Background: an optimization exercise with open tools, aiming at small area. Do not read the settings as production practice. The RTL was checked by simulation tests, not by an equivalence proof against the original design. The clock port is modelled as an ideal driver, which makes a skipped or thinned clock tree look cheaper than it is; a real chip needs a root buffer or a tree. Power and IR drop assume default switching activity.

==> flow/design.v <==
module config_passer (
    input        CLK,
    input        RSTn,
    input        Empty,
    input  [7:0] Data,
    output [7:0] D7_D0,
    output       RINC,
    output       WrEn,
    output reg [2:0] RegAddr
);
reg [2:0] Count;
reg WrReg;
wire analyze = (Count == 3'd0);
always @(posedge CLK or negedge RSTn) begin
    if (~RSTn)
        Count <= 3'd0;
    else if (!analyze)
        Count <= Count - 3'd1;
    else if (!Empty)
        Count <= Data[2:0];
end
always @(posedge CLK or negedge RSTn) begin
    if (~RSTn)
        RegAddr <= 3'b0;
    else if (analyze && !Empty)
        RegAddr <= Data[5:3];
end
always @(posedge CLK) begin
    if (analyze)
        WrReg <= Data[7];
end
assign D7_D0 = Data;
assign RINC  = ~Empty;
assign WrEn  = WrReg & ~analyze;
endmodule
module fifo_top(
    input        iClk,
    input        iRstn,
    input  [7:0] iWDAT,
    input        iChg,       
    output       oEMPT,
    output [7:0] oRDAT
);
reg [2:0] t;
wire inc = ~t[2] | t[1] | t[0] | iChg;
always @(posedge iClk or negedge iRstn) begin
    if (!iRstn)
        t <= 3'd0;
    else
        t <= {t[2] | (t[1] & t[0]), t[1:0] + {1'b0, inc}};
end
reg [7:0] rdat;
always @(posedge iClk) begin
    if (!(t[2] & (t[1] | t[0])))
        rdat <= iWDAT;
end
assign oEMPT = ~t[2];
assign oRDAT = rdat;
endmodule
module jtag_top(
    input  iTck,
    input  iTrst,
    input  iTms,
    input  iTdi,
    input  iDesync,
    input  tdoHold,      
    output oTdo,         
    output oShift,       
    output oWrEn
);
localparam pTestLogicReset = 4'hF;
localparam pRunTestIdle    = 4'hC;
localparam pSelectDRScan   = 4'h7;
localparam pCaptureDR      = 4'h6;
localparam pShiftDR        = 4'h2;
localparam pExit1DR        = 4'h1;
localparam pPauseDR        = 4'h3;
localparam pExit2DR        = 4'h0;
localparam pUpdateDR       = 4'h5;
localparam pSelectIRScan   = 4'h4;
localparam pCaptureIR      = 4'hE;
localparam pShiftIR        = 4'hA;
localparam pExit1IR        = 4'h9;
localparam pPauseIR        = 4'hB;
localparam pExit2IR        = 4'h8;
localparam pUpdateIR       = 4'hD;
localparam IR_BYPASS = 2'd0;
localparam IR_IDCODE = 2'd1;
localparam IR_CONFIG = 2'd2;
localparam IR_NONE   = 2'd3;
reg [3:0] stN;                       
wire [3:0] st = ~stN;
reg [3:0] nxt;
always @(*) begin
    case (st)
        pTestLogicReset: nxt = iTms ? pTestLogicReset : pRunTestIdle;
        pRunTestIdle:    nxt = iTms ? pSelectDRScan   : pRunTestIdle;
        pSelectDRScan:   nxt = iTms ? pSelectIRScan   : pCaptureDR;
        pCaptureDR:      nxt = iTms ? pExit1DR        : pShiftDR;
        pShiftDR:        nxt = iTms ? pExit1DR        : pShiftDR;
        pExit1DR:        nxt = iTms ? pUpdateDR       : pPauseDR;
        pPauseDR:        nxt = iTms ? pExit2DR        : pPauseDR;
        pExit2DR:        nxt = iTms ? pUpdateDR       : pShiftDR;
        pUpdateDR:       nxt = iTms ? pSelectDRScan   : pRunTestIdle;
        pSelectIRScan:   nxt = iTms ? pTestLogicReset : pCaptureIR;
        pCaptureIR:      nxt = iTms ? pExit1IR        : pShiftIR;
        pShiftIR:        nxt = iTms ? pExit1IR        : pShiftIR;
        pExit1IR:        nxt = iTms ? pUpdateIR       : pPauseIR;
        pPauseIR:        nxt = iTms ? pExit2IR        : pPauseIR;
        pExit2IR:        nxt = iTms ? pUpdateIR       : pShiftIR;
        default:         nxt = iTms ? pSelectDRScan   : pRunTestIdle;  
    endcase
end
always @(posedge iTck or negedge iTrst) begin
    if (!iTrst)
        stN <= 4'h0;
    else
        stN <= ~nxt;
end
wire tlr   = (st == pTestLogicReset);
wire capdr = (st == pCaptureDR);
wire shdr  = (st == pShiftDR);
wire shir  = (st == pShiftIR);
reg [3:0] SIRn;                         
wire [3:0] SIR = ~SIRn;
wire sirShift = shir;                   
wire sirHold  = ~(shir | tlr);
always @(posedge iTck) begin
    SIRn <= ~(({4{sirShift}} & {iTdi, SIR[3:1]}) | ({4{sirHold}} & SIR) |
              {3'b000, tlr});
end
reg [1:0] IR;
always @(*) begin
    case (SIR)
        4'b0001: IR = IR_BYPASS;
        4'b0010: IR = IR_IDCODE;
        4'b0100: IR = IR_CONFIG;
        default: IR = IR_NONE;
    endcase
end
wire cfg = (IR == IR_CONFIG);
reg [31:0] IDCn;
wire [31:0] IDC = ~IDCn;
wire idcHold = ~(capdr | shdr);
always @(posedge iTck) begin
    IDCn <= ~(({32{shdr}} & {iTdi, IDC[31:1]}) | ({32{idcHold}} & IDC) |
              ({32{capdr}} & 32'h149511c3));
end
reg [7:0] SCFn;                         
wire [7:0] SCF = ~SCFn;
wire scfShift = shdr & cfg;             
wire scfHold  = ~(scfShift | tlr);
always @(posedge iTck) begin
    SCFn <= ~(({8{scfShift}} & {iTdi, SCF[7:1]}) | ({8{scfHold}} & SCF));
end
reg sync;
always @(posedge iTck) begin
    if (tlr)
        sync <= 1'b0;
    else if (SCF == 8'hF0)
        sync <= 1'b1;
    else if (iDesync)
        sync <= 1'b0;
end
reg [3:0] sftCnt;
always @(posedge iTck) begin
    if (tlr || !sync)
        sftCnt <= 4'd0;
    else if (shdr && cfg)
        sftCnt <= sftCnt + 4'd1;
end
assign oWrEn = shdr & cfg & sync & (&sftCnt);
reg drTdo;
always @(*) begin
    case (IR)
        IR_BYPASS: drTdo = IDC[31];
        IR_IDCODE: drTdo = IDC[0];
        IR_CONFIG: drTdo = SCF[0];
        default:   drTdo = tdoHold;
    endcase
end
assign oTdo   = shir ? SIR[0] : drTdo;
assign oShift = shir | shdr;
endmodule
module top(
    iTms,
    iTck,
    iTrst,
    iDesync,
    iTdi,
    oRINC,
    WrEn,
    regAddr,
    D7_D0,
    setDataReg_Latch
);
input iTms;
input iTck;
input iTrst;
input iDesync;
input iTdi;
output oRINC;
output WrEn;
output[2:0] regAddr;
output[7:0] D7_D0;
output[7:0] setDataReg_Latch;
wire oTdo;
wire oShift;
wire oWrEn;
wire oEMPT;
wire[7:0] oRDAT;
reg[7:0] setDataReg;
reg[7:0] setDataReg_Latch;
reg wrEnQ;
jtag_top jtag_top_inst(
    .iTck(iTck),
    .iTrst(iTrst),
    .iTms(iTms),
    .iTdi(iTdi),
    .iDesync(iDesync),
    .tdoHold(setDataReg[7]),
    .oTdo(oTdo),
    .oShift(oShift),
    .oWrEn(oWrEn)
);
fifo_top fifo_top_inst(
    .iClk(iTck),
    .iRstn(iTrst),
    .iWDAT(setDataReg_Latch),
    .iChg(wrEnQ),
    .oEMPT(oEMPT),
    .oRDAT(oRDAT)
);
config_passer config_passer_inst(
    .CLK(iTck),
    .RSTn(iTrst),
    .Empty(oEMPT),
    .Data(oRDAT),
    .D7_D0(D7_D0),
    .RINC(oRINC),
    .WrEn(WrEn),
    .RegAddr(regAddr)
);
always @(posedge iTck) begin
    if (oShift)
        setDataReg <= {oTdo, setDataReg[7:1]};
end
always @(posedge iTck or negedge iTrst) begin
    if(~iTrst)
        wrEnQ <= 1'b0;
    else
        wrEnQ <= oWrEn;
end
always @(posedge iTck or negedge iTrst) begin
    if(~iTrst)
        setDataReg_Latch <= 8'b0;
    else if(wrEnQ)
        setDataReg_Latch <= setDataReg;
end
endmodule
export LEC_CHECK = 0
export ABC_AREA = 1
export CAP_MARGIN = 20
export CORE_MARGIN = 2
export CORE_UTILIZATION = 75
export GPL_TIMING_DRIVEN = 0
export PLACE_DENSITY = 0.8
export SLEW_MARGIN = 20
create_clock -name core_clock -period 8.0 [get_ports {iTck}]
standard.sh (not shown) runs the stock make flow with config.mk's settings and CLKGATE_MAP_FILE= SYNTH_SCRIPT=/design/flow/synth_recipe.tcl, a recipe that flattens the netlist after the stock synthesis.
==> flow/flow/run.sh <==
#!/bin/bash
# Own layout flow: the standard ORFS flow (standard.sh) with
#  - an area-oriented ABC script for the combinational logic (abc_area.script
#    here replaces ORFS's; registers are mapped exactly as in the standard
#    synthesis, before ABC runs),
#  - no separate mapping of adders to half/full adder cells (ADDER_MAP_FILE
#    empty), so that ABC maps the small counters together with their logic,
#  - port buffers of the smallest buffer cell,
#  - a small two-level clock tree built by manual_cts.tcl in place of
#    TritonCTS: the clock port drives one root buffer, which drives a few leaf
#    buffers, each driving an equal share of the flip-flops.
# Each tool's output goes to the ORFS logs; make's output to standard.log.
set -e
HERE=$(pwd)
rm -rf "$HERE/scripts"
cp -r "$FLOW_HOME/scripts" "$HERE/scripts"
cp "$HERE/flow/abc_area.script" "$HERE/scripts/abc_area.script"
sed -i 's|^log_cmd clock_tree_synthesis {\*}\$cts_args|source $::env(MANUAL_CTS_TCL)|' "$HERE/scripts/cts.tcl"
grep -q MANUAL_CTS_TCL "$HERE/scripts/cts.tcl"
export SCRIPTS_DIR="$HERE/scripts"
export ADDER_MAP_FILE=
export MANUAL_CTS_TCL="$HERE/flow/manual_cts.tcl"
export MANUAL_CTS_K=${MANUAL_CTS_K:-8}
export MANUAL_CTS_LEAF=${MANUAL_CTS_LEAF:-sky130_fd_sc_hd__buf_4}
export MANUAL_CTS_ROOT=${MANUAL_CTS_ROOT:-sky130_fd_sc_hd__buf_2}
export BUFFER_PORTS_ARGS="-buffer_cell sky130_fd_sc_hd__buf_1"
bash standard.sh > standard.log 2>&1
Other scripts of this flow, unchanged in this note and not shown: flow/flow/abc_area.script, flow/flow/manual_cts.tcl
Then changed:
--- a/flow/design.v
+++ b/flow/design.v
@@ -164,7 +164,7 @@
 end
 reg [3:0] sftCnt;
 always @(posedge iTck) begin
-    if (tlr || !sync)
+    if (!sync)
         sftCnt <= 4'd0;
     else if (shdr && cfg)
         sftCnt <= sftCnt + 4'd1;
Effect: Area after synthesis barely changes; cell count shrinks by about 1.2%; sequential power shrinks by about 0.6%; utilization grows by 0.17 points; die area is about the same; power shrinks by about 0.5%.
No run of this note takes its clock network from TritonCTS; it comes from the design's own scripts or RTL.

==> port drivers added, routing unchanged <==
Ports are ideal in the flow. The routed layouts listed here were re-timed in OpenROAD.
Step 1 sets driving cells, clkbuf_16 on the clock port and buf_2 on the other inputs (assumed; they add their load-dependent delay and slew).
Step 2, shift: input delay + t, output delay - t, t = (earliest + latest rising clock arrival at the registers) / 2. This alone moves slack from input paths to output paths.
Slacks: ideal / step 1 / step 2; pairs: ideal / step 1.
| run | t (ns) | setup slack, ns | clock arrival spread, ns |
|---|---|---|---|
| the first run | 0.451 | 4.883 / 4.861 / 4.913 | 0.008 / 0.008 |
| the second run | 0.467 | 4.774 / 4.747 / 4.946 | 0.010 / 0.010 |
After both steps setup and hold are still met in every run listed.
